This design comes from an exercise in tuning for small area on the open sky130 flow, not from production work.
Function was checked by simulation only, so behaviour that the tests miss may differ from the original.

Setup of run A:
## Post_top
module Post_top #(
  parameter INT_BITS  = 4,
  parameter POX       = 4,
  parameter POY       = 4,
  parameter CHANNEL_N = 2
) (
  input                             clk              ,
  input                             rst              ,
  input  [CHANNEL_N*POY*POX*16-1:0] mac_to_serializer,
  input                             mac_output_valid ,
  input  [         $clog2(POY)-1:0] mac_valid_number ,
  input  [                    15:0] K                ,
  input  [                    15:0] B                ,
  input  [              POX*16-1:0] bias             ,
  output [              POX*16-1:0] relu_out         ,
  output                            relu_out_valid   ,
  output [              POX*16-1:0] post_out         ,
  output                            post_out_valid   ,
  output [            POX/2*16-1:0] pooling_out      ,
  output                            pooling_out_valid
);
  reg  [447:0] chain;
  reg          active;
  reg  [  2:0] cnt;        
  reg  [  1:0] rm1;        
  always @(posedge clk) begin
    if (mac_output_valid) chain[383:0] <= mac_to_serializer[447:64];
    else                  chain[383:0] <= chain[447:64];
    chain[447:384] <= mac_to_serializer[511:448];
  end
  always @(posedge clk or posedge rst) begin
    if (rst) begin
      active <= 1'b0;
      cnt    <= 3'd0;
      rm1    <= 2'd0;
    end
    else if (mac_output_valid) begin
      active <= 1'b1;
      cnt    <= 3'd1;
      rm1    <= mac_valid_number - 1'b1;
    end
    else if (active) begin
      cnt <= cnt + 1'b1;
  ...
Size in the first run: roughly 4,500 cells after synthesis, about 43,000 um^2 of cells after synthesis.
==> flow/config.mk <==
export PLATFORM = sky130hd
export DESIGN_NAME = Post_top
export DESIGN_NICKNAME = Post_top
export VERILOG_FILES = /design/flow/design.v
export SDC_FILE = /design/flow/constraint.sdc
export NUM_CORES = 4
export LEC_CHECK = 0
export ABC_AREA = 1
export CAP_MARGIN = 20
export CORE_MARGIN = 2
export CORE_UTILIZATION = 50
export GPL_TIMING_DRIVEN = 0
export SLEW_MARGIN = 20
==> flow/constraint.sdc <==
create_clock -name core_clock -period 12.0 [get_ports {clk}]
set_input_delay 2.4000 -clock core_clock [delete_from_list [all_inputs] [get_ports {clk}]]
set_output_delay 2.4000 -clock core_clock [all_outputs]
set_load 0.01 [all_outputs]
standard.sh (not shown) runs the stock make flow with config.mk's settings and CLKGATE_MAP_FILE= SYNTH_SCRIPT=/design/flow/synth_recipe.tcl, a recipe that flattens the netlist after the stock synthesis.
==> flow/flow/run.sh <==
#!/bin/bash
# The standard layout with these changes:
#  - synthesis maps with an area-oriented ABC script (flow/abc_area.script)
#    and skips the generic pre-mapping ABC pass (synth -noabc); the
#    registers, their names and cell types are those of the standard
#    synthesis;
#  - the port buffers are the smallest buffer (buf_1) rather than the one
#    buffer_ports picks by default;
#  - CTS uses clkbuf_8 for larger sink clusters and no dummy loads.
# make's output goes to a log per call here; ORFS's step logs are under orfs/logs/.
set -euo pipefail
rm -rf scripts_local
cp -r "$FLOW_HOME/scripts" scripts_local
cp flow/abc_area.script scripts_local/abc_area.script
bash standard.sh "SCRIPTS_DIR=$PWD/scripts_local" "SYNTH_ARGS=-noabc" synth > make_synth.log 2>&1
bash standard.sh "BUFFER_PORTS_ARGS=-buffer_cell sky130_fd_sc_hd__buf_1" \
  "CTS_ARGS=-sink_clustering_enable -repair_clock_nets -buf_list sky130_fd_sc_hd__clkbuf_8 -sink_clustering_size 18 -sink_clustering_max_diameter 60 -dont_use_dummy_load" \
  finish > make_finish.log 2>&1
==> flow/flow/abc_area.script <==
strash
dc2
dch -f
amap
topo
Run A: flow completed, timing, DRC and antenna clean
Input-level comparison between run B and run A:
Settings: CORE_UTILIZATION now 60, was 50.
diff --git a/flow/flow/run.sh b/flow/flow/run.sh
--- a/flow/flow/run.sh
+++ b/flow/flow/run.sh
@@ -17 +17 @@
-  "CTS_ARGS=-sink_clustering_enable -repair_clock_nets -buf_list sky130_fd_sc_hd__clkbuf_8 -sink_clustering_size 18 -sink_clustering_max_diameter 60 -dont_use_dummy_load" \
+  "CTS_ARGS=-sink_clustering_enable -repair_clock_nets -buf_list sky130_fd_sc_hd__clkbuf_8 -sink_clustering_size 16 -sink_clustering_max_diameter 60 -dont_use_dummy_load" \
Notes after the runs:
On worst clock skew: between run B and run A, it ends up lower for run B.
Status: total length of routed wires parity (run A, run B)
Run B ended with every stage complete and zero timing, DRC or antenna violations.
[inputs] run C vs run B
Settings: clearing GPL_TIMING_DRIVEN, which used to be 0; putting CTS_BUF_LIST at sky130_fd_sc_hd__clkbuf_4 sky130_fd_sc_hd__clkbuf_8 where nothing was set.
==> flow/flow/run.sh <==
#!/bin/bash
# The standard layout with two changes:
#  - synthesis maps with an area-oriented ABC script (amap) and skips the
#    generic pre-mapping ABC pass (synth -noabc); the registers, their names
#    and cell types are those of the standard synthesis;
#  - the port buffers are the smallest buffer (buf_1) rather than the one
#    buffer_ports picks by default.
# make's output goes to a log per step here; ORFS's step logs are under orfs/logs/.
set -euo pipefail
rm -rf scripts_local
cp -r "$FLOW_HOME/scripts" scripts_local
cp flow/abc_area.script scripts_local/abc_area.script
bash standard.sh "SCRIPTS_DIR=$PWD/scripts_local" "SYNTH_ARGS=-noabc" synth > make_synth.log 2>&1
bash standard.sh "BUFFER_PORTS_ARGS=-buffer_cell sky130_fd_sc_hd__buf_1" finish > make_finish.log 2>&1
### Flow results
- Every stage of the flow completed for run C, and the final layout passed the timing, design-rule and antenna checks.
- Utilization run B -> run C: up
- Fraction of area in multi-input gates was lower in the run labelled run C.
- Sort run C and run B by register fraction of the total cell area, descending, and run B comes first.
- The run showing the greater cell area after layout is run C.
- Between run C and run B, the clock edge transition at the registers on the reported setup and hold paths is lower for run C.

* * *

Post_top, a different RTL version from the one above (not shown whole).
For scale: roughly 5900 cells after synthesis, ~630 flip-flops, roughly 780 I/O pins, about 47000 sq um of cells after synthesis.
clock: 12.0 ns
lec_check: 0
abc_area: 1
cap_margin: 20
core_margin: 2
core_utilization: 40
slew_margin: 20
run.sh (not shown) runs the stock make flow with config.mk's settings and CLKGATE_MAP_FILE= SYNTH_SCRIPT=/design/flow/synth_recipe.tcl, a recipe that flattens the netlist after the stock synthesis.
Stock flow here: none of the scripts above is used.
The baseline produced a clean layout.
Rerun with:
==> flow/flow/run.sh (new file) <==
#!/bin/bash
# The standard layout, except that the port buffers are the smallest
# buffer (buf_1) rather than the one buffer_ports picks by default.
# make's output (and every ORFS step's log under orfs/logs/) stays in this
# folder.
set -euo pipefail
bash standard.sh "BUFFER_PORTS_ARGS=-buffer_cell sky130_fd_sc_hd__buf_1" finish > make_finish.log 2>&1
==> flow/standard.sh (new file) <==
#!/bin/bash
# synth_recipe.tcl (not shown) runs the flow's synth.tcl, then flattens the netlist and writes it again
# the make line also repeats each setting of config.mk as NAME=value (left out here)
make -C /OpenROAD-flow-scripts/flow DESIGN_CONFIG=/design/flow/config.mk WORK_HOME=/design/flow/orfs CLKGATE_MAP_FILE= SYNTH_SCRIPT=/design/flow/synth_recipe.tcl "${@:-finish}"
CORE_UTILIZATION = 60   (was 40)
CTS_BUF_LIST = sky130_fd_sc_hd__clkbuf_4   (was default)
removed: flow/run.sh
Outcome: The new run completed with no timing, DRC or antenna violations; clock skew goes up by 0.072 ns; core utilization goes up by 17 points; wire length goes down by 3.8%; register-to-register slack improves by 0.27 ns; die area goes down by 33%; setup slack improves by 0.83 ns; design area goes down by 10%; final cell count goes down by 4.4%; synthesized cell count stays the same.
Rerun with:
==> flow/flow/run.sh (replaced) <==
#!/bin/bash
# The standard layout with two changes:
#  - synthesis maps with an area-oriented ABC script (amap) and skips the
#    generic pre-mapping ABC pass (synth -noabc); the registers, their names
#    and cell types are those of the standard synthesis;
#  - the port buffers are the smallest buffer (buf_1) rather than the one
#    buffer_ports picks by default.
# make's output goes to a log per step here; ORFS's step logs are under orfs/logs/.
set -euo pipefail
rm -rf scripts_local
cp -r "$FLOW_HOME/scripts" scripts_local
cp flow/abc_area.script scripts_local/abc_area.script
bash standard.sh "SCRIPTS_DIR=$PWD/scripts_local" "SYNTH_ARGS=-noabc" synth > make_synth.log 2>&1
bash standard.sh "BUFFER_PORTS_ARGS=-buffer_cell sky130_fd_sc_hd__buf_1" finish > make_finish.log 2>&1
==> flow/flow/abc_area.script (new file) <==
strash
dch
amap
topo
CORE_UTILIZATION = 40   (was 60)
CTS_BUF_LIST = sky130_fd_sc_hd__clkbuf_4 sky130_fd_sc_hd__clkbuf_8   (was sky130_fd_sc_hd__clkbuf_4)
What happened:
- The changed run completed with no timing, DRC or antenna violations
- maximum frequency went down by 6.8%
- critical path depth stays the same
- worst setup slack got worse by 0.79 ns
- final cell count drops by 3.9%
- synthesized area shrinks by 8.9%
- non-clock buffer count went up by 59
- die area climbs by about 36%

[separate check: timing with driven ports]
How much do the figures lean on ideal ports? The routed layouts below were timed once more, with nothing changed but the port constraints.
Step 1: set_driving_cell puts a clkbuf_16 on clk and a buf_2 on each other input, an assumption about the parent block.
Step 2 times the ports against the registers' clock, not the clock port: input delays grow and output delays shrink by t, the midpoint of the rising clock arrivals with the driver on.
Three values: ideal ports, drivers, drivers and shift; two values: the first two.
| run | t, ns | setup slack, ns | slew at the worst register clock pin (ns) |
|---|---|---|---|
| run A | 0.783 | 0.335 / 0.326 / 0.326 | 0.11 / 0.11 |
| run B | 0.744 | 0.266 / 0.246 / 0.246 | 0.11 / 0.11 |
| run C | 0.809 | 0.380 / 0.369 / 0.369 | 0.08 / 0.08 |
| the first run of note 2 | 0.740 | 0.338 / 0.292 / 0.292 | 0.08 / 0.08 |
| the second run of note 2 | 1.063 | 1.164 / 1.113 / 1.113 | 0.09 / 0.09 |
| the third run of note 2 | 0.847 | 0.379 / 0.356 / 0.356 | 0.08 / 0.08 |
After both steps every run listed still meets setup and hold. The setup slack of the second run of note 2, which loses most, moves by -0.051 ns with the drivers and by -0.051 ns with both steps.
